Background: an optimization exercise with open tools, aiming at small area, a short achievable clock period and few clock cycles per item. Do not read the settings as production practice.
Where RTL was checked, it was by simulation tests only, not by an equivalence proof against the original.
No functional check of the RTL was part of runs 2 and 3.
The clock cells of runs 4 to 7 come from the design's own scripts or RTL, not from TritonCTS.
The flow treats the clock pin as an ideal source. Dropping or thinning the clock tree relies on that and would not hold on a real chip.
Power and IR drop assume default switching activity.

$ cat flow/run.sh
#!/bin/bash
# The standard layout (standard.sh) with these changes:
#  - synthesis: ABC's technology mapping (&nf) may relax delay for area
#    (-R 20); everything else, registers included, is as in the standard flow;
#  - the port buffers are plain buffers (buf_1 on inputs, buf_1 on outputs),
#    placed by flow/buffer_ports.tcl instead of ORFS's own buffer_ports call;
#  - timing repair aims for 6.3 ns of setup slack.
set -euo pipefail
cp -r "$FLOW_HOME/scripts" scripts
sed -i 's/^&nf$/\&nf -R 20/' scripts/abc_speed.script
export SCRIPTS_DIR="$PWD/scripts"
export DONT_BUFFER_PORTS=1
export PRE_GLOBAL_PLACE_TCL="$PWD/flow/buffer_ports.tcl"
export SETUP_SLACK_MARGIN=6.3
bash standard.sh > standard.log 2>&1
$ cat flow/buffer_ports.tcl
# Port buffers: every input and output port gets one, as in the standard flow,
# but of a chosen plain buffer cell rather than the one buffer_ports picks.
buffer_ports -inputs -buffer_cell sky130_fd_sc_hd__buf_1
buffer_ports -outputs -buffer_cell sky130_fd_sc_hd__buf_1
$ cat standard.sh
#!/bin/bash
# synth_recipe.tcl (not shown) runs the flow's synth.tcl, then flattens the netlist and writes it again
# the make line also repeats each setting of config.mk as NAME=value (left out here)
make -C /OpenROAD-flow-scripts/flow DESIGN_CONFIG=/design/flow/config.mk WORK_HOME=/design/flow/orfs CLKGATE_MAP_FILE= SYNTH_SCRIPT=/design/flow/synth_recipe.tcl "${@:-finish}"
$ cat config.mk
export PLATFORM = sky130hd
export DESIGN_NAME = prng
export DESIGN_NICKNAME = prng
export VERILOG_FILES = /design/flow/design.v
export SDC_FILE = /design/flow/constraint.sdc
export NUM_CORES = 8
export LEC_CHECK = 0
export CAP_MARGIN = 20
export CORE_MARGIN = 2
export CORE_UTILIZATION = 40
export SLEW_MARGIN = 70
$ cat constraint.sdc
create_clock -name core_clock -period 9.0 [get_ports {clk}]
set_input_delay 1.8000 -clock core_clock [delete_from_list [all_inputs] [get_ports {clk}]]
set_output_delay 1.8000 -clock core_clock [all_outputs]
set_load 0.01 [all_outputs]
$ cat design.v
`timescale 1ns / 1ps
module prng (
	input clk,     
	input rst,   
	input [31:0] seed,
	input start,
	input cont,
	output reg done,
	output [31:0] rand_num
);
localparam B  = 4;                 
localparam NB = (31 + B - 1) / B;  
reg [30:0] acc;    
reg  [2:0] cnt;    
reg  [3:0] nen;    
wire busy = !nen[0];
assign rand_num = {1'b0, acc};
wire [30:0] nen_bits = {{7{nen[3]}}, {8{nen[2]}}, {8{nen[1]}}, {8{nen[0]}}};
wire [30:0] b = ~({acc[2:0], acc[30:3]} | nen_bits);
wire [30:0] g = acc & b;    
wire [30:0] p = acc ^ b;    
localparam LB = (B > 8) ? 4 : (B > 4) ? 3 : (B > 2) ? 2 : (B > 1) ? 1 : 0;   
wire [30:0] lg [0:LB];
wire [30:0] lp [0:LB];
wire [30:0] gl = lg[LB];
wire [30:0] pl = lp[LB];
assign lg[0] = g;
assign lp[0] = p;
wire [NB-1:0] bg, bp;
wire [30:0] c;
genvar i, j, k;
generate
	for (k = 0; k < LB; k = k + 1) begin : local_level
		for (i = 0; i < 31; i = i + 1) begin : local_bit
			localparam LO = i - i % B;
			localparam OFF = i % B;
			localparam J = LO + (OFF & ~((2 << k) - 1)) + (1 << k) - 1;
			if ((OFF >> k) & 1) begin : merge
				assign lg[k+1][i] = lg[k][i] | lp[k][i] & lg[k][J];
				assign lp[k+1][i] = lp[k][i] & lp[k][J];
			end else begin : pass
				assign lg[k+1][i] = lg[k][i];
				assign lp[k+1][i] = lp[k][i];
			end
		end
	end
	for (j = 0; j < NB; j = j + 1) begin : block_gp
		localparam TOP = (j * B + B - 1 > 30) ? 30 : j * B + B - 1;
		assign bg[j] = gl[TOP];
		assign bp[j] = pl[TOP];
	end
endgenerate
localparam L = (NB > 16) ? 5 : (NB > 8) ? 4 : (NB > 4) ? 3 : (NB > 2) ? 2 : 1;   
wire [NB-1:0] cg [0:L];
wire [NB-1:0] cp [0:L];
assign cg[0] = bg;
assign cp[0] = bp;
generate
	for (k = 0; k < L; k = k + 1) begin : ring_level
		for (j = 0; j < NB; j = j + 1) begin : ring_block
			localparam J2 = (j + NB - (1 << k) % NB) % NB;
			assign cg[k+1][j] = cg[k][j] | cp[k][j] & cg[k][J2];
			assign cp[k+1][j] = cp[k][j] & cp[k][J2];
		end
	end
	for (i = 0; i < 31; i = i + 1) begin : carry
		localparam BI = i / B;
		localparam BPREV = (BI + NB - 1) % NB;
		if (i % B == 0) begin : first
			assign c[i] = cg[L][BPREV];
		end else begin : next
			assign c[i] = gl[i-1] | pl[i-1] & cg[L][BPREV];
		end
	end
endgenerate
wire [30:0] x = (busy || done) ? p : {seed[15:0], seed[30:16]};
always @(posedge clk)
	acc <= x ^ c;
always @(posedge clk) begin
	if (rst) begin
		nen  <= 4'hf;
		done <= 1'b0;
		cnt  <= 3'd0;
	end else if (busy) begin
		cnt <= cnt + 3'd1;
		if (cnt == 3'd4)        nen[0] <= 1'b1;
		if (cnt[2])             nen[1] <= 1'b1;
		if (cnt[2] && !cnt[1])  nen[2] <= 1'b1;
		if (cnt[2] && !cnt[0])  nen[3] <= 1'b1;
		if (cnt == 3'd4)        done  <= 1'b1;
	end else if (done) begin
		if (!start) done <= 1'b0;
	end else if (start) begin
		nen <= 4'd0;
		cnt <= 3'd0;
	end
end
endmodule
==> results of run 1 <==
area by class of cell:
class	instances	area [um2]
clock buffer	5	68.82
inverter	9	33.78
timing repair buffer	3	22.52
sequential	39	792.0
clock inverter	3	25.02
multi-input combinational	279	2009
tap	96	120.1
fill	705	3760
power by group through the flow:
stage          clock, mW  combinational (mW)  sequential (mW)
2_1_floorplan          0               0.429            0.346
3_3_place_gp           0               0.498            0.382
3_5_place_dp           0               0.510            0.382
4_1_cts            0.131               0.514            0.378
5_1_grt            0.138               0.597            0.389
6_report           0.126               0.525            0.376
routing by layer:
metal	global-route usage	vias to the layer above	wire length (um)
met4	0.03994	0	57
met1	0.2314	1086	2970
li1	-	1209	-
met2	0.2823	58	3089
met5	0	-	0
met3	0.05690	6	509
placed cells by master (no fill, tap or decap), drive strengths merged, types with 2 or more instances in the layout:
cell type | netlist | final
nand2b | 6 | 6
dfxtp | 39 | 39
a21o | 4 | 4
and3 | 4 | 4
nor2 | 47 | 47
nand4 | 2 | 2
nand2 | 22 | 22
or3 | 2 | 2
clkinv | 0 | 2
nand3 | 5 | 5
o21a | 2 | 2
inv | 9 | 9
buf | 5 | 3
nor3 | 4 | 4
and2 | 2 | 2
mux2i | 28 | 28
a31oi | 3 | 3
clkbuf | 4 | 5
ha | 33 | 33
a21oi | 41 | 41
and4 | 5 | 5
o21bai | 2 | 2
xnor2 | 17 | 17
o21ai | 21 | 21
a221o | 2 | 2
xor2 | 14 | 14
registers in the layout, indices dropped and copies added, names as in the netlist:
| signal | flops |
|---|---|
| cnt | 3 |
| acc | 31 |
| nen | 4 |
| done | 1 |
metrics by stage:
stage | area, um2 | total power, mW | hold slack [ns] | instances
after floorplan | 2841 | 0.7752 | 0.4584 | 336
after global placement | 2928 | 0.8801 | 0.4775 | 424
after detailed placement | 2937 | 0.8918 | 0.4800 | 425
after CTS | 3033 | 1.023 | 0.4932 | 433
after global routing | 3072 | 1.124 | 0.5057 | 434
final | 3072 | 1.027 | 0.4888 | 434
cell families after synthesis:
group	count (synthesis)
buffers and inverters	18
AOI/OAI and AO/OA	84
DFF	39
other	1
muxes	28
adders and majority gates	33
and+or+nand+nor	102
xor gates and xnor gates	31
repair_timing:
| item | CTS | global route |
|---|---|---|
| endpoints found under the setup margin | 1 | 8 |
| setup buffers | 0 | 1 |
| pin swaps | 0 | 3 |
| hold endpoints to repair | 0 | 0 |
| gates resized for setup | 1 | 9 |
worst register-to-register path, delay by kind of cell (launching register included):
kind,cells,cell delay [ns]
AOI/OAI and AO/OA,7,1.49
xor gates and xnor gates,1,0.14
DFF,1,0.45
and+or+nand+nor,1,0.07
adders and majority gates,1,0.31
worst paths after layout:
kind | start | to | cells after the start
worst max-delay path | done$_SDFFE_PP0P_ | done | 0
worst min-delay path | cnt[1]$_SDFFE_PP0P_ | cnt[1]$_SDFFE_PP0P_ | 2
worst max register to register | acc[10]$_DFF_P_ | acc[3]$_DFF_P_ | 10
worst min register to register | cnt[1]$_SDFFE_PP0P_ | cnt[1]$_SDFFE_PP0P_ | 2
==> summary.md, run 1 <==
| Metric | Value |
|---|---|
| Worst setup margin | `6.443 ns` |
| Fin util | `0.4496` |
| Vias | `2359` |
| Comb pwr share | `0.511` |
| RSZ-0062 raised after global routing | `no` |
| Fmax | `391.1 MHz` |
| Synth Instances | `336` |
| DP Worst Slack | `6.240 ns` |
| Antenna viol nets, final | `0` |
| MaxCap Viol Count | `0` |
| Core Rows | `30` |
| Die extent in x | `88.29 um` |
| Port buffer count | `65` |
| Post-CTS Hold Fix Bufs | `0` |
| Grt ovf | `0` |
| HPWL Detailed | `5.283 mm` |
| Gr usage total | `0.1759` |
| Die area | `7794 um2` |
| Compound-Gate Fraction of Synth Area | `0.1836` |
| Worst EP arrival | `0.76 ns` |
| Sequential-to-total area share from yosys stat | `0.2748` |
| Total CTS buffers | `5` |
| Net count after synthesis | `405` |
| Mapped Avg Cell Area | `8.457 um2` |
| CTS tree | `yes` |
| Clock slew at the register clock pins of the worst setup and hold paths | `0.09 ns` |
| Sw frac | `0.4769` |
| Yosys reg bits | `39` |
| Psw | `489.8 uW` |
| Largest family of logic cells by synthesized area | `compound AO/OA/AOI/OAI gates` |
| Mux cell area share after synthesis | `0.09863` |
| Max Slew Vio Count | `0` |
| # DRC | `0` |
| Largest net degree at the start of global routing | `21` |
| Post-synth top cells | `46 x nor2_1, 39 x dfxtp_1, 36 x a21oi_1` |
| Layout cells sized above 1 | `0.1154` |
| DRT Pass-1 Iters | `4` |
| Maximum root-to-sink buffer count | `2` |
| Worst skew pair latency | `0.30 ns` |
| Final hold vios | `0` |
| Synth Flop Type | `dfxtp_1` |
| LEAKAGE | `1.354 nW` |
| EDFF count, synth | `0` |
| Reg power frac | `0.366` |
| Post-Route WL | `6.627 mm` |
| Yosys warnings | `1` |
| H-Tree Level Count | `2` |
| Xor-xnor portion of the synthesized cell area | `0.09555` |
| Initial antenna violation count | `0` |
| Post-synthesis instance area | `2841 um2` |
| Placer Congestion | `0.8436` |
| Top post-synthesis cells by area | `dfxtp_1 27%, ha_1 15%, mux2i_1 9.9%` |
| Period utilisation layout | `0.2841` |
| Clk root buf | `clkbuf_8` |
| Iteration-0 DRC Markers | `86` |
| Status | `complete, no violations` |
| Post-synth top area share | `0.2748` |
| CTS Sinks | `39` |
| Core box area | `6832 um2` |
| Post-synth top area cell | `dfxtp_1` |
| Setup violation total in the final timing report | `0` |
| Synthesized-area fraction occupied by adder cells | `0.1453` |
| Antenna cells | `0` |
| # IOs | `69` |
| R2R setup slack | `6.50 ns` |
| Most instantiated library cell after synthesis | `nor2_1` |
| Minimum clock period | `2.557 ns` |
| Clk network pwr share | `0.123` |
| Setup TNS | `0 ns` |
| Nets | `406` |
| Async S/R FF share, synth | `0` |
| Routed len/inst | `15.27 um` |
| Die Ht | `88.29 um` |
| Peak supply drop | `0.1491 mV` |
| Pint | `537.2 uW` |
| Kind of critical path | `flip-flop to output port` |
| Synth cell types | `47` |
| Initial Util | `0.4159` |
| Crit Path Max Fanout | `4` |
| Pwr Density | `334.3 nW/um2` |
| Worst hold path type | `flip-flop to flip-flop` |
| Layout Skew | `0.007052 ns` |
| CP startpoint kind | `flip-flop` |
| Simple-Gate Fraction of Synth Area | `0.1717` |
| Vias in the first global route | `2289` |
| Global-route wire length before repair | `10.92 mm` |
| Via density | `5.435` |
| Crit end category | `output port` |
| Crit path required time | `7.20 ns` |
| Area delta synth->final | `8.102%` |
Testbench counts, summed over its fixed seeds: cycles 18,432, items 2,048.
==> run 2: changes to the inputs <==
--- a/design.v
+++ b/design.v
@@ -82,12 +82,12 @@
 		done <= 1'b0;
 		cnt  <= 3'd0;
 	end else if (busy) begin
-		cnt <= cnt + 3'd1;
-		if (cnt == 3'd4)        nen[0] <= 1'b1;
-		if (cnt[2])             nen[1] <= 1'b1;
-		if (cnt[2] && !cnt[1])  nen[2] <= 1'b1;
-		if (cnt[2] && !cnt[0])  nen[3] <= 1'b1;
-		if (cnt == 3'd4)        done  <= 1'b1;
+		cnt <= {cnt[1:0], !cnt[2]};
+		if (cnt == 3'b110)                nen[0] <= 1'b1;
+		if (cnt[2] && !cnt[0])            nen[1] <= 1'b1;
+		if (cnt[1] && !cnt[0])            nen[2] <= 1'b1;
+		if (cnt[2] && (cnt[1] ^ cnt[0]))   nen[3] <= 1'b1;
+		if (cnt == 3'b110)                done   <= 1'b1;
 	end else if (done) begin
 		if (!start) done <= 1'b0;
 	end else if (start) begin
==> flow/run.sh (replaced) <==
#!/bin/bash
# The standard layout (standard.sh) with these changes:
#  - synthesis: ABC's technology mapping (&nf) may relax delay for area
#    (-R 20); everything else, registers included, is as in the standard flow;
#  - the port buffers are plain buffers (sky130_fd_sc_hd__buf_1) instead of
#    the cell buffer_ports picks by itself;
#  - timing repair aims for 6.35 ns of setup slack.
set -euo pipefail
cp -r "$FLOW_HOME/scripts" scripts
sed -i 's/^&nf$/\&nf -R 20/' scripts/abc_speed.script
export SCRIPTS_DIR="$PWD/scripts"
export BUFFER_PORTS_ARGS="-buffer_cell sky130_fd_sc_hd__buf_1"
export SETUP_SLACK_MARGIN=6.35
bash standard.sh > standard.log 2>&1
removed: flow/buffer_ports.tcl
==> summary.md, run 2 <==
| Metric | Value |
|---|---|
| Finished Cell Area | `3679 um2` |
| Post-CTS Hold Fix Bufs | `0` |
| Critical Path Source | `nen[1]$_SDFFE_PP1P_` |
| Die Ht | `87.58 um` |
| Area delta synth->final | `31.66%` |
| Worst hold path type | `flip-flop to flip-flop` |
| Most frequent cells in the layout | `43 x nor2_1, 38 x buf_1, 31 x a21oi_1` |
| Stages on worst setup path | `12` |
| Minimum clock period | `2.641 ns` |
| Fmax | `378.6 MHz` |
| Mapped Avg Cell Area | `8.466 um2` |
| Largest Register | `acc` |
| CP cell instances | `buf_8 -> nor2_4 -> ha_4 -> and4_4 -> and2_4 -> a221oi_4 -> o21bai_2 -> a41o_1 -> a21o_1 -> a21o_1 -> buf_6 -> xnor2_1` |
| Async S/R FF share, synth | `0` |
| # IOs | `69` |
| Top post-synthesis cells by area | `dfxtp_1 28%, ha_1 14%, mux2i_1 9.7%` |
| DRT Pass-1 Iters | `4` |
| FF-to-FF Start | `nen[1]$_SDFFE_PP1P_` |
| Clock slew at the register clock pins of the worst setup and hold paths | `0.08 ns` |
| Worst EP arrival | `2.84 ns` |
| Nets | `481` |
| Die extent in x | `87.58 um` |
| Post-synth top area share | `0.2794` |
| Vias in the first global route | `2418` |
| Crit end category | `flip-flop` |
| CP startpoint kind | `flip-flop` |
| WP buf/inv | `2` |
| Core Rows | `30` |
| Period utilisation layout | `0.2935` |
| Gr usage total | `0.1878` |
| Layout Skew | `0.007835 ns` |
| Yosys warnings | `1` |
| Placed cell area | `3142 um2` |
| Initial antenna violation count | `0` |
| Initial Util | `0.4112` |
| Global-route wire length before repair | `11.50 mm` |
| HPWL Detailed | `5.402 mm` |
| Max reg flops | `31` |
| Family with the most delay on the worst path | `compound AO/OA/AOI/OAI gates` |
| Worst setup margin | `6.359 ns` |
| Maximum root-to-sink buffer count | `2` |
| Worst skew pair latency | `0.30 ns` |
| EDFF count, synth | `0` |
| Layout cells sized above 1 | `0.3027` |
| Worst hold slack | `0.4945 ns` |
| MaxCap Viol Count | `0` |
| Clk root buf | `clkbuf_8` |
| Kind of critical path | `flip-flop to flip-flop` |
| LEAKAGE | `1.614 nW` |
| DP Worst Slack | `6.107 ns` |
| Commonest non-fill, non-tap cell in the layout | `nor2_1` |
| Pwr Total | `1.245 mW` |
| Core box area | `6794 um2` |
| Vias | `2698` |
| Largest regs | `acc x31, nen x4, cnt x3` |
| Grt ovf | `0` |
| Post-Route WL | `7.511 mm` |
| CTS tree | `yes` |
| # DRC | `0` |
| R2r endpoint | `acc[6]$_DFF_P_` |
| Most instantiated library cell after synthesis | `nor2_1` |
| Die area | `7669 um2` |
| Routed len/inst | `14.76 um` |
| Antenna viol nets, final | `0` |
| Via density | `5.301` |
| Max Slew Vio Count | `0` |
| H-Tree Level Count | `2` |
| Net count after synthesis | `398` |
| Peak supply drop | `0.1582 mV` |
| Pwr Density | `338.3 nW/um2` |
| Setup violation total in the final timing report | `0` |
| CP max-delay cell | `dfxtp_4` |
| Post-synth top cells | `50 x nor2_1, 39 x dfxtp_1, 37 x a21oi_1` |
| Post-synth top area cell | `dfxtp_1` |
| Max incr delay on CP | `0.38 ns` |
| Crit Path Max Fanout | `6` |
| Port buffer count | `65` |
| Yosys reg bits | `39` |
| R2R setup slack | `6.36 ns` |
| CTS Sinks | `39` |
| Synth cell types | `47` |
| Crit path required time | `9.19 ns` |
| Status | `complete, no violations` |
| Crit path top cell by count | `a21o_1` |
| Setup TNS | `0 ns` |
| Synth Instances | `330` |
| Reg2reg path depth | `12` |
| Iteration-0 DRC Markers | `89` |
| Antenna cells | `0` |
| Total CTS buffers | `5` |
| RSZ-0062 raised after global routing | `yes` |
| Sequential-to-total area share from yosys stat | `0.2794` |
| Largest net degree at the start of global routing | `35` |
| Post-synthesis instance area | `2794 um2` |
| Synth Flop Type | `dfxtp_1` |
| Placer Congestion | `0.8234` |
| Crit path to | `acc[6]$_DFF_P_` |
| Final hold vios | `0` |
## run 2: changes by cell type after synthesis, sizes merged, moves of 3 or more
cell   before  now
o21ai      21   14
nand2      22   19
inv         9    5
a21oi      41   37
a21o        4    8
xor2       14   10
nand4       2    5
xnor2      17   20
nor2       47   50
## run 2: tightest hold or removal path, delay by kind of cell (launching register included)
family | cells | cell delay, ns
DFF | 1 | 0.34
and+or+nand+nor | 1 | 0.06
AOI/OAI and AO/OA | 1 | 0.05
## run 2: metal layers
layer / wire length [um] / up-vias / global-route usage
met3: 270 / 10 / 0.03487
met4: 88 / 0 / 0.04476
li1: - / 1368 / -
met2: 3628 / 54 / 0.3010
met5: 0 / - / 0
met1: 3523 / 1266 / 0.2621
## run 2: cell families after synthesis
kind of cell    Yosys count  share of synthesized area
fa+ha+maj                32                     0.1433
mux                      29                     0.1048
buf+inv                  13                    0.01971
simple gates            104                     0.1733
xor+xnor                 30                    0.09404
flops                    39                     0.2794
compound gates           82                     0.1841
other cells               1                   0.001342
## run 2: stage by stage
| step | std cells | util |
|---|---|---|
| final | 509 | 0.5414 |
| after global routing | 509 | 0.5414 |
| after CTS | 491 | 0.4816 |
| after detailed placement | 484 | 0.4624 |
| after global placement | 484 | 0.4617 |
| after floorplan | 330 | - |
## run 2: worst min path at each step
stage | start | to | cells past startpoint | slack (ns)
floorplan | cnt[1]$_SDFFE_PP0P_ | cnt[2]$_SDFFE_PP0P_ | 2 | 0.44
global placement | cnt[0]$_SDFFE_PP0P_ | cnt[1]$_SDFFE_PP0P_ | 2 | 0.48
detailed placement | cnt[1]$_SDFFE_PP0P_ | cnt[2]$_SDFFE_PP0P_ | 2 | 0.49
CTS | cnt[1]$_SDFFE_PP0P_ | cnt[2]$_SDFFE_PP0P_ | 2 | 0.50
global route | cnt[0]$_SDFFE_PP0P_ | cnt[1]$_SDFFE_PP0P_ | 2 | 0.53
finish | cnt[0]$_SDFFE_PP0P_ | cnt[1]$_SDFFE_PP0P_ | 2 | 0.49
## run 2: power by group
| group | internal (mW) | leakage, nW | total, mW | switching (mW) |
|---|---|---|---|---|
| logic | 0.356 | 1.24 | 0.764 | 0.408 |
| registers | 0.272 | 0.330 | 0.353 | 0.0819 |
| clock network | 0.0603 | 0.0470 | 0.127 | 0.0668 |
| total | 0.688 | 1.61 | 1.24 | 0.557 |
## run 2: final cells by class
class	count	area [um2]
clock buffers	6	82.58
clock inverters	1	5.005
fillers	673	3115
inverters	5	18.77
multi-input cells	278	2168
flip-flops and latches	39	839.6
well taps	96	120.1
repair buffers	84	444.2
## run 2: timing repair
action	4_1_cts	5_1_grt
resized for setup	22	96
buffers inserted	0	17
pin swaps	0	26
setup endpoints to repair	24	44
==> run 3: changes to the inputs <==
==> flow/run.sh (replaced) <==
#!/bin/bash
# The standard layout (standard.sh) with these changes:
#  - synthesis: ABC's technology mapping (&nf) may relax delay for area
#    (-R 20); everything else, registers included, is as in the standard flow;
#  - the port buffers are plain buffers (sky130_fd_sc_hd__buf_1) instead of
#    the cell buffer_ports picks by itself;
#  - timing repair aims for 6.3 ns of setup slack.
set -euo pipefail
cp -r "$FLOW_HOME/scripts" scripts
sed -i 's/^&nf$/\&nf -R 20/' scripts/abc_speed.script
export SCRIPTS_DIR="$PWD/scripts"
export BUFFER_PORTS_ARGS="-buffer_cell sky130_fd_sc_hd__buf_1"
export SETUP_SLACK_MARGIN=6.3
bash standard.sh > standard.log 2>&1
==> summary.md, run 3 <==
| Metric | Value |
|---|---|
| Largest regs | `acc x31, nen x4, cnt x3` |
| LEAKAGE | `1.526 nW` |
| Synth cell types | `47` |
| Clk root buf | `clkbuf_8` |
| Async S/R FF share, synth | `0` |
| Worst hold path type | `flip-flop to flip-flop` |
| Setup TNS | `0 ns` |
| Final Non-Filler Cells | `507` |
| Synth Instances | `330` |
| Clock slew at the register clock pins of the worst setup and hold paths | `0.08 ns` |
| Crit end category | `output port` |
| Clk network pwr share | `0.106` |
| Xor-xnor portion of the synthesized cell area | `0.09404` |
| HPWL Detailed | `5.402 mm` |
| Status | `complete, no violations` |
| Placed Instances | `484` |
| Initial Util | `0.4112` |
| Worst hold path depth | `2` |
| Fmax | `371.9 MHz` |
| Post-synth top area share | `0.2794` |
| Mux cell area share after synthesis | `0.1048` |
| Die area | `7669 um2` |
| Crit Path Max Fanout | `3` |
| R2R setup slack | `6.37 ns` |
| Compound-Gate Fraction of Synth Area | `0.1841` |
| Post-Route WL | `7.386 mm` |
| Post-synth top cells | `50 x nor2_1, 39 x dfxtp_1, 37 x a21oi_1` |
| Via density | `5.284` |
| DRT Pass-1 Iters | `4` |
| Largest family of logic cells by synthesized area | `compound AO/OA/AOI/OAI gates` |
| Gr usage total | `0.1874` |
| Kind of critical path | `flip-flop to output port` |
| Yosys reg bits | `39` |
| Reg power frac | `0.284` |
| Comb pwr share | `0.610` |
| Placer Congestion | `0.8234` |
| Pint | `647.3 uW` |
| Synth Flop Type | `dfxtp_1` |
| Core Rows | `30` |
| Nets | `479` |
| Worst EP arrival | `0.89 ns` |
| Vias in the first global route | `2414` |
| Simple-Gate Fraction of Synth Area | `0.1733` |
| Finished Cell Area | `3575 um2` |
| Die Ht | `87.58 um` |
| Vias | `2679` |
| Layout cells sized above 1 | `0.1873` |
| FF-to-FF Start | `nen[0]$_SDFF_PP1_` |
| Minimum clock period | `2.689 ns` |
| Sw frac | `0.4593` |
| Most instantiated library cell after synthesis | `nor2_1` |
| Peak supply drop | `0.1445 mV` |
| Critical Path Source | `acc[16]$_DFF_P_` |
| Grt ovf | `0` |
| RSZ-0062 raised after global routing | `yes` |
| Post-CTS Hold Fix Bufs | `0` |
| MaxCap Viol Count | `0` |
| Final hold vios | `0` |
| Pwr Total | `1.197 mW` |
| Largest Register | `acc` |
| Crit path required time | `7.20 ns` |
| Synthesized-area fraction occupied by adder cells | `0.1433` |
| Hold Startpoint | `cnt[1]$_SDFFE_PP0P_` |
| Commonest non-fill, non-tap cell in the layout | `buf_1` |
| Layout Skew | `0.004485 ns` |
| Sequential-to-total area share from yosys stat | `0.2794` |
| Period utilisation layout | `0.2988` |
| Psw | `549.9 uW` |
| Port buffer count | `65` |
| Worst skew pair latency | `0.30 ns` |
| Setup violation total in the final timing report | `0` |
| Top post-synthesis cells by area | `dfxtp_1 28%, ha_1 14%, mux2i_1 9.7%` |
| Reg2reg path depth | `10` |
| Largest net degree at the start of global routing | `35` |
| Most frequent cells in the layout | `64 x buf_1, 42 x nor2_1, 32 x a21oi_1` |
| Routed len/inst | `14.57 um` |
| Global-route wire length before repair | `11.47 mm` |
| Core box area | `6794 um2` |
| Post-synthesis instance area | `2794 um2` |
| CP startpoint kind | `flip-flop` |
| Max incr delay on CP | `0.42 ns` |
| Net count after synthesis | `398` |
| Family with the most delay on the worst path | `flip-flops` |
| H-Tree Level Count | `2` |
| CP cell instances | `buf_1` |
| Antenna viol nets, final | `0` |
| CP max-delay cell | `dfxtp_1` |
| Mapped Avg Cell Area | `8.466 um2` |
| Die extent in x | `87.58 um` |
| CTS tree | `yes` |
| Antenna cells | `0` |
| Initial antenna violation count | `0` |
| Yosys warnings | `1` |
| Pwr Density | `334.9 nW/um2` |
| # DRC | `0` |
| WP buf/inv | `1` |
| Post-synth top area cell | `dfxtp_1` |
| Total CTS buffers | `5` |
| # IOs | `69` |
| Area delta synth->final | `27.94%` |
| EDFF count, synth | `0` |
| Iteration-0 DRC Markers | `107` |
| Max Slew Vio Count | `0` |
| Placed cell area | `3142 um2` |
| Stages on worst setup path | `1` |
| Maximum root-to-sink buffer count | `2` |
| Max reg flops | `31` |
| CTS Sinks | `39` |
==> run 3: layout make-up <==
type,count,area (um2)
clock buffer,6,82.58
clock inverter,1,5.005
fill,688,3219
inverter,5,18.77
multi-input combinational,278,2150
sequential,39,805.8
tap,96,120.1
timing repair buffer,82,392.9
==> run 3: final timing paths <==
check                        endpoint
hold reg to reg   cnt[2]$_SDFFE_PP0P_
hold / removal    cnt[2]$_SDFFE_PP0P_
setup reg to reg       acc[6]$_DFF_P_
setup / recovery         rand_num[16]
==> run 3: power by group through the flow <==
stage | clock network (mW) | registers, mW | logic [mW]
6_report | 0.126 | 0.340 | 0.731
5_1_grt | 0.139 | 0.354 | 0.811
4_1_cts | 0.130 | 0.330 | 0.615
3_5_place_dp | 0 | 0.334 | 0.611
3_3_place_gp | 0 | 0.333 | 0.599
2_1_floorplan | 0 | 0.346 | 0.427
==> run 3: through the flow <==
stage                       util  setup WS (ns)  hold slack, ns
after global routing      0.5262          6.243          0.5315
final                     0.5262          6.311          0.4950
after CTS                 0.4761          6.221          0.4985
after global placement    0.4617          6.061          0.4755
after detailed placement  0.4624          6.107          0.4861
after floorplan                -          6.375          0.4427
==> run 3: kinds of logic after synthesis <==
logic type                 count (synthesis)
AOI/OAI and AO/OA                         82
buffers and inverters                     13
DFF                                       39
xor gates and xnor gates                  30
adders and majority gates                 32
and+or+nand+nor                          104
muxes                                     29
other                                      1
==> run 3: worst reg2reg max path, stage by stage (launching register included) <==
cell and delay [ns]:
dfxtp_4 0.44, nor2_1 0.07, ha_1 0.35, nand4_1 0.25
buf_4 0.23, o31ai_2 0.37, a41o_1 0.21, a21o_1 0.23
a21o_1 0.20, buf_6 0.11, xnor2_1 0.09
==> run 3: layer usage <==
| layer | global-route usage | part of all wire |
|---|---|---|
| met1 | 0.2615 | 0.47 |
| met2 | 0.3003 | 0.48 |
| met3 | 0.03487 | 0.040 |
| met4 | 0.04476 | 0.0097 |
| met5 | 0 | 0 |
==> run 3: what timing repair did <==
action,CTS,global route
pin swaps,0,23
setup buffers,0,15
resized for setup,3,60
setup endpoints to repair,7,22
==> run 4: changes to the inputs <==
--- a/design.v
+++ b/design.v
@@ -73,7 +73,9 @@
 		end
 	end
 endgenerate
-wire [30:0] x = (busy || done) ? p : {seed[15:0], seed[30:16]};
+wire [3:0]  keep = ~nen | {4{done}};
+wire [30:0] keep_bits = {{7{keep[3]}}, {8{keep[2]}}, {8{keep[1]}}, {8{keep[0]}}};
+wire [30:0] x = (p & keep_bits) | ({seed[15:0], seed[30:16]} & ~keep_bits);
 always @(posedge clk)
 	acc <= x ^ c;
 always @(posedge clk) begin
@@ -82,12 +84,12 @@
 		done <= 1'b0;
 		cnt  <= 3'd0;
 	end else if (busy) begin
-		cnt <= {cnt[1:0], !cnt[2]};
-		if (cnt == 3'b110)                nen[0] <= 1'b1;
-		if (cnt[2] && !cnt[0])            nen[1] <= 1'b1;
-		if (cnt[1] && !cnt[0])            nen[2] <= 1'b1;
-		if (cnt[2] && (cnt[1] ^ cnt[0]))   nen[3] <= 1'b1;
-		if (cnt == 3'b110)                done   <= 1'b1;
+		cnt <= cnt + 3'd1;
+		if (cnt == 3'd4)        nen[0] <= 1'b1;
+		if (cnt[2])             nen[1] <= 1'b1;
+		if (cnt[2] && !cnt[1])  nen[2] <= 1'b1;
+		if (cnt[2] && !cnt[0])  nen[3] <= 1'b1;
+		if (cnt == 3'd4)        done  <= 1'b1;
 	end else if (done) begin
 		if (!start) done <= 1'b0;
 	end else if (start) begin
==> flow/run.sh (replaced) <==
#!/bin/bash
# The standard layout (standard.sh) with these changes:
#  - synthesis: ABC maps the logic with flow/abc.script instead of ORFS's
#    abc_speed.script; everything else, registers included, is as in the
#    standard flow;
#  - the port buffers are plain buffers (sky130_fd_sc_hd__buf_1) instead of
#    the cell buffer_ports picks by itself;
#  - after clock tree synthesis, flow/clock_tree.tcl replaces the two-level
#    clock tree with one level of clock buffers;
#  - timing repair aims for 6.45 ns of setup slack.
set -euo pipefail
cp -r "$FLOW_HOME/scripts" scripts
cp flow/abc.script scripts/abc_speed.script
export SCRIPTS_DIR="$PWD/scripts"
export BUFFER_PORTS_ARGS="-buffer_cell sky130_fd_sc_hd__buf_1"
export POST_CTS_TCL="$PWD/flow/clock_tree.tcl"
export SETUP_SLACK_MARGIN=6.45
bash standard.sh > standard.log 2>&1
==> flow/abc.script (new file) <==
&get -n
&st
&syn2
&dch
&nf -R 20
&put
buffer -c
topo
stime -c
upsize -c
dnsize -c
==> flow/clock_tree.tcl (new file) <==
# POST_CTS hook: replace the clock tree that clock_tree_synthesis built (a
# root buffer feeding leaf buffers) with a single level of buffers: the clock
# port drives NBUF clock buffers, each driving the clock pins of one group of
# nearby flip-flops. Every flip-flop's clock passes through exactly one
# buffer, so the clock arrives at all of them at about the same time.
set nbuf 4
set cell sky130_fd_sc_hd__clkbuf_8

set block [ord::get_db_block]
set db [ord::get_db]
set clk_net [[$block findBTerm clk] getNet]

# Walk the clock network from the port: buffers to remove, and the clock pins
# of the cells they (or the port) drive.
set bufs {}
set loads {}
set sinks {}
set todo [list $clk_net]
while {[llength $todo] > 0} {
  set net [lindex $todo 0]
  set todo [lrange $todo 1 end]
  foreach it [$net getITerms] {
    if {![$it isInputSignal] && [$it getIoType] ne "INPUT"} { continue }
    set inst [$it getInst]
    set m [[$inst getMaster] getName]
    if {[string match "sky130_fd_sc_hd__clkbuf_*" $m] || [string match "sky130_fd_sc_hd__buf_*" $m]} {
      lappend bufs $inst
      lappend todo [[$inst findITerm X] getNet]
    } elseif {[string match "clkload*" [$inst getName]]} {
      # a dummy load clock_tree_synthesis added to balance its tree
      lappend loads $inst
    } else {
      lappend sinks $it
    }
  }
}
puts "clock_tree.tcl: [llength $bufs] clock buffers and [llength $loads] dummy loads removed, [llength $sinks] clock pins"

foreach inst $loads {
  foreach it [$inst getITerms] { if {[$it getNet] ne "NULL"} { $it disconnect } }
  odb::dbInst_destroy $inst
}

foreach inst $bufs {
  set onet [[$inst findITerm X] getNet]
  foreach it [$onet getITerms] { $it disconnect }
  [$inst findITerm A] disconnect
  odb::dbInst_destroy $inst
  odb::dbNet_destroy $onet
}

# Group the clock pins: split by x into halves, then each half by y.
proc split_by {pts idx n} {
  set pts [lsort -integer -index $idx $pts]
  set per [expr {int(ceil(double([llength $pts]) / $n))}]
  set out {}
  for {set k 0} {$k < $n} {incr k} {
    lappend out [lrange $pts [expr {$k * $per}] [expr {($k + 1) * $per - 1}]]
  }
  return $out
}
set pts {}
foreach it $sinks {
  set loc [[$it getInst] getLocation]
  lappend pts [list [lindex $loc 0] [lindex $loc 1] $it]
}
set groups {}
foreach half [split_by $pts 0 [expr {$nbuf / 2}]] {
  foreach g [split_by $half 1 2] { lappend groups $g }
}

set master [$db findMaster $cell]
set k 0
foreach grp $groups {
  if {[llength $grp] == 0} { continue }
  set sx 0
  set sy 0
  foreach p $grp {
    incr sx [lindex $p 0]
    incr sy [lindex $p 1]
  }
  set b [odb::dbInst_create $block $master clkbuf_leaf_$k]
  set net [odb::dbNet_create $block clknet_leaf_$k]
  $net setSigType CLOCK
  [$b findITerm A] connect $clk_net
  [$b findITerm X] connect $net
  foreach p $grp { [lindex $p 2] connect $net }
  $b setLocation [expr {$sx / [llength $grp]}] [expr {$sy / [llength $grp]}]
  $b setPlacementStatus PLACED
  incr k
}
puts "clock_tree.tcl: $k clock buffers ($cell) inserted"
detailed_placement
check_placement -verbose
--- a/config.mk
+++ b/config.mk
@@ -8,4 +8,4 @@
 export CAP_MARGIN = 20
 export CORE_MARGIN = 2
 export CORE_UTILIZATION = 40
-export SLEW_MARGIN = 70
+export SLEW_MARGIN = 40
==> summary.md, run 4 <==
| Metric | Value |
|---|---|
| EDFF count, synth | `0` |
| CP startpoint kind | `primary input` |
| Crit Path Max Fanout | `3` |
| Footprint of the multi-input gates | `2061 um2` |
| Fillers | `621` |
| Setup TNS | `0 ns` |
| Synth Instances | `325` |
| Final hold vios | `0` |
| Register area | `838.3 um2` |
| Layout Skew | `0.01166 ns` |
| Largest net degree at the start of global routing | `14` |
| Clock slew at the register clock pins of the worst setup and hold paths | `0.08 ns` |
| Status | `complete, no violations` |
| Yosys warnings | `1` |
| MaxCap Viol Count | `0` |
| Core box area | `6756 um2` |
| Die area | `7591 um2` |
| # IOs | `69` |
| Fmax | `398.8 MHz` |
| Synth cell types | `36` |
| Layout cells sized above 1 | `0.3667` |
| Async S/R FF share, synth | `0` |
| Post-synth top area share | `0.2825` |
| Worst EP arrival | `2.52 ns` |
| Commonest non-fill, non-tap cell in the layout | `nor2_1` |
| Max reg flops | `31` |
| RSZ-0062 raised after global routing | `yes` |
| Family with the most delay on the worst path | `simple AND/OR/NAND/NOR gates` |
| HPWL Detailed | `5.207 mm` |
| CP cell instances | `buf_1 -> nand2b_1 -> nand2_1 -> or3_1` |
| Crit end category | `flip-flop` |
| Worst skew pair latency | `0.14 ns` |
| Most frequent cells in the layout | `52 x nor2_1, 35 x buf_4, 33 x buf_1` |
| Setup violation total in the final timing report | `0` |
| LEAKAGE | `1.790 nW` |
| Routed len/inst | `14.62 um` |
| Worst-margin pin slew | `0.6405 ns` |
| Pwr Density | `349.9 nW/um2` |
| Net count after synthesis | `394` |
| Area delta synth->final | `38.16%` |
| Top post-synthesis cells by area | `dfxtp_1 28%, ha_1 15%, mux2i_1 11%` |
| Die extent in x | `87.13 um` |
| Post-Route WL | `7.311 mm` |
| CP max-delay cell | `or3_1` |
| Gr usage total | `0.1935` |
| Sequential-to-total area share from yosys stat | `0.2825` |
| Grt ovf | `0` |
| Placer Congestion | `0.7920` |
| Core Rows | `30` |
| Via density | `5.268` |
| Largest Register | `acc` |
| Mapped Avg Cell Area | `8.504 um2` |
| Largest regs | `acc x31, nen x4, cnt x3` |
| Initial antenna violation count | `0` |
| Minimum clock period | `2.508 ns` |
| Finished Cell Area | `3819 um2` |
| Vias | `2634` |
| DRT Pass-1 Iters | `4` |
| Max Slew Vio Count | `0` |
| Crit path required time | `9.02 ns` |
| Antenna cells | `0` |
| Max incr delay on CP | `0.35 ns` |
| Initial Util | `0.4091` |
| Global-route wire length before repair | `11.70 mm` |
| Post-synthesis instance area | `2764 um2` |
| Die Ht | `87.13 um` |
| Peak supply drop | `0.1928 mV` |
| Slew margin rel. | `0.5726` |
| Antenna viol nets, final | `0` |
| # DRC | `0` |
| Post-synth top cells | `55 x nor2_1, 39 x dfxtp_1, 33 x ha_1` |
| Iteration-0 DRC Markers | `42` |
| Placed cell area | `3078 um2` |
| CTS Sinks | `39` |
| Worst hold slack | `0.5456 ns` |
| Vias in the first global route | `2604` |
| Worst hold path type | `flip-flop to flip-flop` |
| Port buffer count | `65` |
| Most instantiated library cell after synthesis | `nor2_1` |
| Synth Flop Type | `dfxtp_1` |
| Yosys reg bits | `39` |
| Post-synth top area cell | `dfxtp_1` |
| Nets | `491` |
| Kind of critical path | `primary input to flip-flop` |
| Period utilisation layout | `0.2786` |
| WP buf/inv | `1` |
[run 4: cell types whose count changed after synthesis, sizes merged, moves of 3 or more]
cell / previous run / this run
o31ai: 2 / 8
and4: 5 / 0
xor2: 10 / 13
a21oi: 37 / 33
nor3: 4 / 1
a31o: 2 / 6
o21ai: 14 / 11
nor2: 50 / 55
inv: 5 / 8
[run 4: worst min-delay path, cell delays in order, from the launching register on]
cell and delay (ns):
dfxtp_1 0.33, inv_1 0.10, a211oi_1 0.08
[run 4: path summary, 6_finish.rpt]
path,start,end,slack [ns],cells after the start
worst max-delay path,start,nen[0]$_SDFF_PP1_,6.49,4
worst min-delay path,cnt[0]$_SDFFE_PP0P_,cnt[0]$_SDFFE_PP0P_,0.55,2
worst max register to register,acc[1]$_DFF_P_,acc[19]$_DFF_P_,6.55,12
worst min register to register,cnt[0]$_SDFFE_PP0P_,cnt[0]$_SDFFE_PP0P_,0.55,2
[run 4: report_power, final]
group,switching (mW),leakage (nW),internal [mW]
sequential,0.0615,0.329,0.270
clock,0.0517,0.0288,0.0406
combinational,0.453,1.43,0.460
total,0.566,1.79,0.770
[run 4: layout make-up]
| type | instances | share of cell area |
|---|---|---|
| well taps | 80 | 0.02621 |
| flip-flops and latches | 39 | 0.2195 |
| repair buffers | 100 | 0.1923 |
| inverters | 8 | 0.007864 |
| plain buffers | 4 | 0.01442 |
| multi-input cells | 269 | 0.5396 |
[run 4: routing by layer]
layer,GRT usage,share of wire,vias to the layer above
met5,0,0,-
met4,0.03497,0.0079,0
met3,0.04455,0.038,6
met2,0.3338,0.50,47
met1,0.2491,0.45,1236
li1,-,-,1345
[run 4: kinds of logic (layout without fill, tap and decap cells)]
| logic type | Yosys count | count (layout) | share of synthesized area |
|---|---|---|---|
| simple gates | 99 | 99 | 0.1593 |
| compound gates | 76 | 76 | 0.1797 |
| flops | 39 | 39 | 0.2825 |
| fa+ha+maj | 33 | 33 | 0.1494 |
| xor+xnor | 31 | 31 | 0.09823 |
| mux | 29 | 29 | 0.1050 |
| buf+inv | 17 | 112 | 0.02445 |
| other cells | 1 | 1 | 0.001357 |
[run 4: metrics by stage]
stage,cells,power (mW),utilization,setup slack [ns]
after floorplan,325,0.7790,-,6.561
after global placement,461,0.9317,0.4544,6.308
after detailed placement,461,0.9433,0.4556,6.272
after global routing,500,1.442,0.5652,6.420
final,500,1.336,0.5652,6.492
Testbench counts of run 4, summed over its fixed seeds: cycles 18,432, items 2,048.
==> run 5: changes to the inputs <==
--- a/flow/run.sh
+++ b/flow/run.sh
@@ -7,12 +7,12 @@
 #    the cell buffer_ports picks by itself;
 #  - after clock tree synthesis, flow/clock_tree.tcl replaces the two-level
 #    clock tree with one level of clock buffers;
-#  - timing repair aims for 6.45 ns of setup slack.
+#  - timing repair aims for 6.5 ns of setup slack.
 set -euo pipefail
 cp -r "$FLOW_HOME/scripts" scripts
 cp flow/abc.script scripts/abc_speed.script
 export SCRIPTS_DIR="$PWD/scripts"
 export BUFFER_PORTS_ARGS="-buffer_cell sky130_fd_sc_hd__buf_1"
 export POST_CTS_TCL="$PWD/flow/clock_tree.tcl"
-export SETUP_SLACK_MARGIN=6.45
+export SETUP_SLACK_MARGIN=6.5
 bash standard.sh > standard.log 2>&1
==> summary.md, run 5 <==
| Metric | Value |
|---|---|
| Reg2reg path depth | `12` |
| Top post-synthesis cells by area | `dfxtp_1 28%, ha_1 15%, mux2i_1 11%` |
| Initial antenna violation count | `0` |
| Port buffer count | `65` |
| Yosys reg bits | `39` |
| Worst-margin pin slew | `0.6365 ns` |
| # DRC | `0` |
| Async S/R FF share, synth | `0` |
| Status | `complete, no violations` |
| Synth Instances | `325` |
| Kind of critical path | `flip-flop to flip-flop` |
| DRT Pass-1 Iters | `4` |
| LEAKAGE | `1.825 nW` |
| Routed len/inst | `14.85 um` |
| WP buf/inv | `2` |
| EDFF count, synth | `0` |
| Crit Path Max Fanout | `4` |
| Worst hold path type | `flip-flop to flip-flop` |
| Layout cells sized above 1 | `0.3915` |
| Largest regs | `acc x31, nen x4, cnt x3` |
| Vias in the first global route | `2614` |
| Fillers | `613` |
| Global-route wire length before repair | `11.81 mm` |
| Setup violation total in the final timing report | `0` |
| Setup TNS | `0 ns` |
| Max Slew Vio Count | `0` |
| Die area | `7591 um2` |
| HPWL Detailed | `5.207 mm` |
| Worst EP arrival | `2.51 ns` |
| RSZ-0062 raised after global routing | `yes` |
| Nets | `495` |
| Period utilisation layout | `0.2766` |
| Most frequent cells in the layout | `51 x nor2_1, 39 x buf_4, 33 x buf_1` |
| Net count after synthesis | `394` |
| Clock slew at the register clock pins of the worst setup and hold paths | `0.08 ns` |
| Max reg flops | `31` |
| Mapped Avg Cell Area | `8.504 um2` |
| Final Non-Filler Cells | `504` |
| Simple-Gate Fraction of Synth Area | `0.1593` |
| Worst skew pair latency | `0.14 ns` |
| Area delta synth->final | `41.56%` |
| Most instantiated library cell after synthesis | `nor2_1` |
| Initial Util | `0.4091` |
| Worst setup margin | `6.510 ns` |
| Antenna viol nets, final | `0` |
| Post-synth top area share | `0.2825` |
| Post-synth top cells | `55 x nor2_1, 39 x dfxtp_1, 33 x ha_1` |
| Compound-Gate Fraction of Synth Area | `0.1797` |
| Largest Register | `acc` |
| Commonest non-fill, non-tap cell in the layout | `nor2_1` |
| Crit path required time | `9.02 ns` |
| Crit end category | `flip-flop` |
| Antenna cells | `0` |
| Yosys warnings | `1` |
| Max incr delay on CP | `0.36 ns` |
| MaxCap Viol Count | `0` |
| Synth Flop Type | `dfxtp_1` |
| Peak supply drop | `0.1969 mV` |
| Slew margin rel. | `0.5752` |
| Die Ht | `87.13 um` |
| Fmax | `401.6 MHz` |
| CP max-delay cell | `dfxtp_2` |
| Synthesized-area fraction occupied by adder cells | `0.1494` |
| Post-synthesis instance area | `2764 um2` |
| Family with the most delay on the worst path | `compound AO/OA/AOI/OAI gates` |
| Placer Congestion | `0.7920` |
| Via density | `5.288` |
| Post-synth top area cell | `dfxtp_1` |
| Vias | `2665` |
| Synth cell types | `36` |
| Final hold vios | `0` |
| Gr usage total | `0.1956` |
| Largest net degree at the start of global routing | `14` |
| Worst hold path depth | `2` |
| CTS Sinks | `39` |
| DP Worst Slack | `6.272 ns` |
| CP cell instances | `buf_4 -> nor2_1 -> ha_1 -> a21oi_2 -> o21ai_2 -> a41oi_2 -> buf_4 -> o31ai_4 -> a31oi_4 -> o21ai_2 -> a21oi_2 -> xor2_1` |
| Core box area | `6756 um2` |
| Xor-xnor portion of the synthesized cell area | `0.09823` |
| Mux cell area share after synthesis | `0.1050` |
| Layout Skew | `0.01234 ns` |
| Placed Instances | `461` |
| Pwr Density | `351.1 nW/um2` |
| Iteration-0 DRC Markers | `83` |
| Core Rows | `30` |
| CP startpoint kind | `flip-flop` |
| Die extent in x | `87.13 um` |
| Post-Route WL | `7.484 mm` |
| Grt ovf | `0` |
| Sequential-to-total area share from yosys stat | `0.2825` |
| # IOs | `69` |
| Largest family of logic cells by synthesized area | `compound AO/OA/AOI/OAI gates` |
| Minimum clock period | `2.490 ns` |
| Stages on worst setup path | `12` |
-- run 5: cell count changes in the layout (fill, tap and decap cells not counted), moves of 2 or more --
cell / delta
buf_4: +4
nand2_2: +2
a21oi_1: -2
a21oi_2: +2
nand2_1: -2
o21ai_1: -2
o21ai_2: +3
buf_2: -2
a31oi_4: +2
buf_6: +2
a31oi_2: -3
-- run 5: cell families after synthesis --
logic type | count (synthesis)
other cells | 1
flops | 39
fa+ha+maj | 33
xor+xnor | 31
buf+inv | 17
compound gates | 76
simple gates | 99
mux | 29
-- run 5: worst register-to-register path, delay by kind of cell, from the launching register on --
| kind | cells | cell delay (ns) |
|---|---|---|
| AOI/OAI and AO/OA | 7 | 1.17 |
| adders and majority gates | 1 | 0.35 |
| xor gates and xnor gates | 1 | 0.17 |
| and+or+nand+nor | 1 | 0.04 |
| buffers and inverters | 2 | 0.30 |
| DFF | 1 | 0.36 |
-- run 5: final cells by class --
type                    instances  area [um2]  share of cell area
inverters                       8       30.03            0.007675
multi-input cells             269        2115              0.5405
plain buffers                   4       55.05             0.01407
well taps                      80       100.1             0.02558
repair buffers                104       777.0              0.1986
flip-flops and latches         39       835.8              0.2136
-- run 5: metal layers --
layer  vias up  GRT usage  wire length, um
li1       1355          -                -
met1      1261     0.2509             3335
met2        43     0.3407             3794
met3         6    0.04360              283
met4         0    0.03357               71
met5         -          0                0
-- run 5: worst paths after layout --
| check | end | from | slack [ns] |
|---|---|---|---|
| min | cnt[0]$_SDFFE_PP0P_ | cnt[0]$_SDFFE_PP0P_ | 0.55 |
| min reg2reg | cnt[0]$_SDFFE_PP0P_ | cnt[0]$_SDFFE_PP0P_ | 0.55 |
| max reg2reg | acc[27]$_DFF_P_ | acc[28]$_DFF_P_ | 6.51 |
| max | acc[27]$_DFF_P_ | acc[28]$_DFF_P_ | 6.51 |
-- run 5: where the power goes --
part           internal (mW)  total (mW)  switching (mW)
registers              0.270       0.332          0.0618
clock network         0.0407      0.0920          0.0513
logic                  0.479       0.950           0.471
-- run 5: stage by stage --
| step | hold slack [ns] | instance area [um2] | util | total power [mW] |
|---|---|---|---|---|
| finish | 0.5475 | 3913 | 0.5791 | 1.374 |
| global route | 0.5756 | 3913 | 0.5791 | 1.480 |
| detailed placement | 0.5191 | 3078 | 0.4556 | 0.9433 |
| global placement | 0.5125 | 3070 | 0.4544 | 0.9317 |
| floorplan | 0.4909 | 2764 | - | 0.7790 |
==> run 6: changes to the inputs <==
--- a/flow/run.sh
+++ b/flow/run.sh
@@ -7,12 +7,12 @@
 #    the cell buffer_ports picks by itself;
 #  - after clock tree synthesis, flow/clock_tree.tcl replaces the two-level
 #    clock tree with one level of clock buffers;
-#  - timing repair aims for 6.5 ns of setup slack.
+#  - timing repair aims for 6.3 ns of setup slack.
 set -euo pipefail
 cp -r "$FLOW_HOME/scripts" scripts
 cp flow/abc.script scripts/abc_speed.script
 export SCRIPTS_DIR="$PWD/scripts"
 export BUFFER_PORTS_ARGS="-buffer_cell sky130_fd_sc_hd__buf_1"
 export POST_CTS_TCL="$PWD/flow/clock_tree.tcl"
-export SETUP_SLACK_MARGIN=6.5
+export SETUP_SLACK_MARGIN=6.3
 bash standard.sh > standard.log 2>&1
--- a/flow/clock_tree.tcl
+++ b/flow/clock_tree.tcl
@@ -3,8 +3,8 @@
 # port drives NBUF clock buffers, each driving the clock pins of one group of
 # nearby flip-flops. Every flip-flop's clock passes through exactly one
 # buffer, so the clock arrives at all of them at about the same time.
-set nbuf 4
-set cell sky130_fd_sc_hd__clkbuf_8
+set nbuf 2
+set cell sky130_fd_sc_hd__clkbuf_16
 
 set block [ord::get_db_block]
 set db [ord::get_db]
==> summary.md, run 6 <==
| Metric | Value |
|---|---|
| Status | `complete, no violations` |
| Most frequent cells in the layout | `65 x buf_1, 54 x nor2_1, 34 x dfxtp_1` |
| Gr usage total | `0.1713` |
| Minimum clock period | `2.569 ns` |
| Crit Path Max Fanout | `7` |
| Setup TNS | `0 ns` |
| Register area | `789.5 um2` |
| Placer Congestion | `0.7920` |
| Port buffer count | `65` |
| Top post-synthesis cells by area | `dfxtp_1 28%, ha_1 15%, mux2i_1 11%` |
| Layout Skew | `0.01068 ns` |
| Max Slew Vio Count | `0` |
| Initial Util | `0.4091` |
| Area delta synth->final | `14.26%` |
| # IOs | `69` |
| Largest regs | `acc x31, nen x4, cnt x3` |
| Largest net degree at the start of global routing | `21` |
| Die extent in x | `87.13 um` |
| Synth cell types | `36` |
| Sequential-to-total area share from yosys stat | `0.2825` |
| Die area | `7591 um2` |
| Most instantiated library cell after synthesis | `nor2_1` |
| Iteration-0 DRC Markers | `51` |
| Core Rows | `30` |
| Initial antenna violation count | `0` |
| Layout cells sized above 1 | `0.08355` |
| Die Ht | `87.13 um` |
| Peak supply drop | `0.1250 mV` |
| MaxCap Viol Count | `0` |
| Clock slew at the register clock pins of the worst setup and hold paths | `0.09 ns` |
| Via density | `5.361` |
| Crit path required time | `7.20 ns` |
| Post-synthesis instance area | `2764 um2` |
| Reg2reg path depth | `11` |
| CP max-delay cell | `dfxtp_2` |
| Family with the most delay on the worst path | `flip-flops` |
| Mapped Avg Cell Area | `8.504 um2` |
| Post-synth top area cell | `dfxtp_1` |
| Crit end category | `output port` |
| Setup violation total in the final timing report | `0` |
| Synth Instances | `325` |
| Global-route wire length before repair | `10.59 mm` |
| Routed len/inst | `13.76 um` |
| Vias in the first global route | `2362` |
| Slew margin rel. | `0.5966` |
| Fillers | `707` |
| Nets | `454` |
| Antenna viol nets, final | `0` |
| Core box area | `6756 um2` |
| Pwr Total | `1.031 mW` |
| Yosys reg bits | `39` |
| Yosys warnings | `1` |
| Kind of critical path | `flip-flop to output port` |
| Hold endpoint | `cnt[2]$_SDFFE_PP0P_` |
| Commonest non-fill, non-tap cell in the layout | `buf_1` |
| Antenna cells | `0` |
| RSZ-0062 raised after global routing | `yes` |
| Footprint of the multi-input gates | `1944 um2` |
| CTS Sinks | `39` |
| WP buf/inv | `1` |
| Grt ovf | `0` |
| Worst EP arrival | `0.77 ns` |
| Worst hold path type | `flip-flop to flip-flop` |
| Post-synth top area share | `0.2825` |
| Post-Route WL | `6.373 mm` |
| Largest Register | `acc` |
| Max reg flops | `31` |
| Vias | `2482` |
| Max incr delay on CP | `0.45 ns` |
| Hold Startpoint | `cnt[2]$_SDFFE_PP0P_` |
| HPWL Detailed | `5.207 mm` |
| Worst skew pair latency | `0.15 ns` |
| Worst-margin pin slew | `0.6045 ns` |
| CP cell instances | `buf_1` |
| Critical Path Source | `done$_SDFFE_PP0P_` |
| # DRC | `0` |
| Net count after synthesis | `394` |
| Stages on worst setup path | `1` |
| Post-synth top cells | `55 x nor2_1, 39 x dfxtp_1, 33 x ha_1` |
| CP startpoint kind | `flip-flop` |
| Final hold vios | `0` |
| R2R setup slack | `6.49 ns` |
| Worst hold path depth | `2` |
| Synth Flop Type | `dfxtp_1` |
| Pwr Density | `326.4 nW/um2` |
| Fmax | `389.3 MHz` |
| LEAKAGE | `1.440 nW` |
| FF-to-FF Start | `nen[1]$_SDFFE_PP1P_` |
| R2r endpoint | `acc[15]$_DFF_P_` |
| Async S/R FF share, synth | `0` |
| Period utilisation layout | `0.2854` |
| EDFF count, synth | `0` |
| DRT Pass-1 Iters | `4` |
[run 6: kinds of logic (layout without fill, tap and decap cells)]
kind of cell	after synthesis	count (layout)	synth area share
simple gates	99	99	0.1593
compound gates	76	76	0.1797
flops	39	39	0.2825
fa+ha+maj	33	33	0.1494
xor+xnor	31	31	0.09823
mux	29	29	0.1050
buf+inv	17	75	0.02445
other cells	1	1	0.001357
[run 6: how the worst max path moves through the flow]
stage                                   end
after floorplan           nen[0]$_SDFF_PP1_
after global placement      acc[15]$_DFF_P_
after detailed placement    acc[15]$_DFF_P_
after global routing        acc[11]$_DFF_P_
final                                  done
[run 6: layer usage]
layer,up-vias,wire length [um],global-route usage
met4,0,51,0.03357
li1,1277,-,-
met2,45,2979,0.2873
met5,-,0,0
met3,5,210,0.02180
met1,1155,3133,0.2372
[run 6: per-stage QoR]
step                      hold slack, ns  setup slack, ns  cells    util  instance area (um2)
final                             0.5415            6.431    463  0.4674                 3158
after global placement            0.5125            6.308    461  0.4544                 3070
after global routing              0.5777            6.299    463  0.4674                 3158
after detailed placement          0.5191            6.272    461  0.4556                 3078
after floorplan                   0.4909            6.561    325       -                 2764
[run 6: final cells by class]
| cell class | instances | area share |
|---|---|---|
| sequential | 39 | 0.2500 |
| tap | 80 | 0.03170 |
| inverter | 8 | 0.009509 |
| timing repair buffer | 65 | 0.07726 |
| buffer | 2 | 0.01585 |
| multi-input combinational | 269 | 0.6157 |
[run 6: power breakdown]
| group | leakage, nW | internal (mW) | total (mW) | switching [mW] |
|---|---|---|---|---|
| clock network | 0.0246 | 0.0406 | 0.0887 | 0.0481 |
| registers | 0.328 | 0.254 | 0.327 | 0.0729 |
| logic | 1.09 | 0.251 | 0.615 | 0.364 |
==> run 7: changes to the inputs <==
--- a/flow/clock_tree.tcl
+++ b/flow/clock_tree.tcl
@@ -3,8 +3,8 @@
 # port drives NBUF clock buffers, each driving the clock pins of one group of
 # nearby flip-flops. Every flip-flop's clock passes through exactly one
 # buffer, so the clock arrives at all of them at about the same time.
-set nbuf 2
-set cell sky130_fd_sc_hd__clkbuf_16
+set nbuf 4
+set cell sky130_fd_sc_hd__clkbuf_4
 
 set block [ord::get_db_block]
 set db [ord::get_db]
==> summary.md, run 7 <==
| Metric | Value |
|---|---|
| Vias | `2462` |
| Crit path required time | `7.20 ns` |
| FF-to-FF Start | `acc[18]$_DFF_P_` |
| RSZ-0062 raised after global routing | `no` |
| CP max-delay cell | `dfxtp_2` |
| Largest regs | `acc x31, nen x4, cnt x3` |
| Sequential-to-total area share from yosys stat | `0.2825` |
| Global-route wire length before repair | `10.74 mm` |
| Crit Path Max Fanout | `7` |
| Period utilisation layout | `0.2873` |
| Largest Register | `acc` |
| Antenna cells | `0` |
| Peak supply drop | `0.1268 mV` |
| Die extent in x | `87.13 um` |
| Synthesized-area fraction occupied by adder cells | `0.1494` |
| Yosys reg bits | `39` |
| Async S/R FF share, synth | `0` |
| Nets | `456` |
| Pwr Density | `322.4 nW/um2` |
| Worst skew pair latency | `0.17 ns` |
| LEAKAGE | `1.434 nW` |
| Setup violation total in the final timing report | `0` |
| Core box area | `6756 um2` |
| Die Ht | `87.13 um` |
| WP buf/inv | `1` |
| R2r endpoint | `acc[15]$_DFF_P_` |
| Mapped Avg Cell Area | `8.504 um2` |
| Post-synthesis instance area | `2764 um2` |
| Yosys warnings | `1` |
| # IOs | `69` |
| Family with the most delay on the worst path | `flip-flops` |
| Compound-Gate Fraction of Synth Area | `0.1797` |
| Simple-Gate Fraction of Synth Area | `0.1593` |
| Worst-margin pin slew | `0.6045 ns` |
| Synth Flop Type | `dfxtp_1` |
| Net count after synthesis | `394` |
| DRT Pass-1 Iters | `4` |
| Largest net degree at the start of global routing | `14` |
| Area delta synth->final | `13.67%` |
| Antenna viol nets, final | `0` |
| Status | `complete, no violations` |
| EDFF count, synth | `0` |
| Minimum clock period | `2.586 ns` |
| Most instantiated library cell after synthesis | `nor2_1` |
| Top post-synthesis cells by area | `dfxtp_1 28%, ha_1 15%, mux2i_1 11%` |
| Critical Path Source | `done$_SDFFE_PP0P_` |
| Crit end category | `output port` |
| Worst hold path type | `flip-flop to flip-flop` |
| Via density | `5.295` |
| Die area | `7591 um2` |
| Iteration-0 DRC Markers | `44` |
| Port buffer count | `65` |
| Reg2reg path depth | `11` |
| Post-Route WL | `6.509 mm` |
| Xor-xnor portion of the synthesized cell area | `0.09823` |
| Slew margin rel. | `0.5966` |
| Layout Skew | `0.01310 ns` |
| Largest family of logic cells by synthesized area | `compound AO/OA/AOI/OAI gates` |
| Initial Util | `0.4091` |
| CP cell instances | `buf_1` |
| Grt ovf | `0` |
| R2R setup slack | `6.47 ns` |
| Max reg flops | `31` |
| Post-synth top area share | `0.2825` |
| CP startpoint kind | `flip-flop` |
| Fmax | `386.8 MHz` |
| Layout cells sized above 1 | `0.08571` |
| Pwr Total | `1.013 mW` |
| Max Slew Vio Count | `0` |
| Mux cell area share after synthesis | `0.1050` |
| Commonest non-fill, non-tap cell in the layout | `buf_1` |
| Max incr delay on CP | `0.45 ns` |
| Routed len/inst | `14.00 um` |
| CTS Sinks | `39` |
| Kind of critical path | `flip-flop to output port` |
| Post-synth top area cell | `dfxtp_1` |
| MaxCap Viol Count | `0` |
| Initial antenna violation count | `0` |
| Core Rows | `30` |
| # DRC | `0` |
| Most frequent cells in the layout | `65 x buf_1, 54 x nor2_1, 34 x dfxtp_1` |
| Placer Congestion | `0.7920` |
| HPWL Detailed | `5.207 mm` |
| Synth cell types | `36` |
| Post-synth top cells | `55 x nor2_1, 39 x dfxtp_1, 33 x ha_1` |
| Vias in the first global route | `2382` |
| Synth Instances | `325` |
| Worst EP arrival | `0.79 ns` |
| Clock slew at the register clock pins of the worst setup and hold paths | `0.12 ns` |
| Setup TNS | `0 ns` |
| Stages on worst setup path | `1` |
| Crit path to | `done` |
| Gr usage total | `0.1778` |
| Final hold vios | `0` |
[run 7: cell counts after synthesis]
Identical to the previous run, type by type.
[run 7: how the worst min path moves through the flow]
stage	start	endpoint	depth (start not counted)
2_1_floorplan	cnt[2]$_SDFFE_PP0P_	cnt[2]$_SDFFE_PP0P_	2
3_3_place_gp	cnt[2]$_SDFFE_PP0P_	cnt[2]$_SDFFE_PP0P_	2
3_5_place_dp	cnt[2]$_SDFFE_PP0P_	cnt[2]$_SDFFE_PP0P_	2
5_1_grt	cnt[0]$_SDFFE_PP0P_	cnt[0]$_SDFFE_PP0P_	2
6_report	cnt[2]$_SDFFE_PP0P_	cnt[2]$_SDFFE_PP0P_	2
[run 7: logic make-up (layout without fill, tap and decap cells)]
| group | Yosys count | count (layout) |
|---|---|---|
| compound gates | 76 | 76 |
| flops | 39 | 39 |
| buf+inv | 17 | 77 |
| other cells | 1 | 1 |
| fa+ha+maj | 33 | 33 |
| mux | 29 | 29 |
| simple gates | 99 | 99 |
| xor+xnor | 31 | 31 |
[run 7: worst register-to-register path, stage by stage, from the launching register on]
cell	delay, ns
dfxtp_1	0.41
nor2_1	0.06
ha_1	0.36
a21o_1	0.22
a31o_1	0.23
a21oi_2	0.18
o31ai_1	0.11
a31oi_1	0.31
inv_1	0.09
a21oi_2	0.22
o21ai_1	0.11
xnor2_1	0.12
[run 7: stage by stage]
stage                       util  instances  hold slack, ns  instance area, um2  setup slack [ns]
after detailed placement  0.4556        461          0.5191                3078             6.272
after global routing      0.4650        465          0.5817                3142             6.311
after floorplan                -        325          0.4909                2764             6.561
after global placement    0.4544        461          0.5125                3070             6.308
final                     0.4650        465          0.5428                3142             6.414
[run 7: area by class of cell]
cell class	count	area, um2
Fill cell	707	3615
Multi-Input combinational cell	269	1941
Sequential cell	39	797.0
Timing Repair Buffer	65	244.0
Tap cell	80	100.1
Buffer	4	30.03
Inverter	8	30.03
[run 7: layer usage]
layer,GRT usage,wire [um]
met1,0.2372,3136
met2,0.2963,3058
met3,0.02559,228
met4,0.05594,86
met5,0,0
[run 7: where the power goes]
part | switching, mW | internal [mW] | leakage, nW
registers | 0.0722 | 0.253 | 0.329
clock network | 0.0499 | 0.0214 | 0.0184
logic | 0.365 | 0.251 | 1.09

-- afterwards: timing with drivers on the ports --
Ports are ideal in the flow. The routed layouts listed here were re-timed in OpenROAD.
Step 1 sets driving cells, clkbuf_16 on the clock port and buf_2 on the other inputs (assumed; they add their load-dependent delay and slew).
Step 2, shift: input delay + t, output delay - t, t = (earliest + latest rising clock arrival at the registers) / 2. This alone moves slack from input paths to output paths.
Slacks: ideal / step 1 / step 2; pairs: ideal / step 1.
run	t (ns)	setup slack, ns	slew at the worst register clock pin (ns)	worst data-port slew with drivers (ns)
run 1	0.324	6.443 / 6.413 / 6.495	0.09 / 0.09	0.13
run 2	0.323	6.359 / 6.343 / 6.247	0.08 / 0.08	0.03
run 3	0.324	6.311 / 6.282 / 6.246	0.08 / 0.08	0.03
run 4	0.195	6.492 / 6.517 / 6.322	0.08 / 0.08	0.04
run 5	0.194	6.510 / 6.510 / 6.365	0.08 / 0.08	0.04
run 6	0.195	6.431 / 6.384 / 6.351	0.09 / 0.09	0.03
run 7	0.220	6.414 / 6.362 / 6.358	0.12 / 0.12	0.04
After both steps setup and hold are still met in every run listed. For run 4, which loses most, drivers alone change the setup slack by +0.025 ns; drivers and shift together by -0.170 ns.
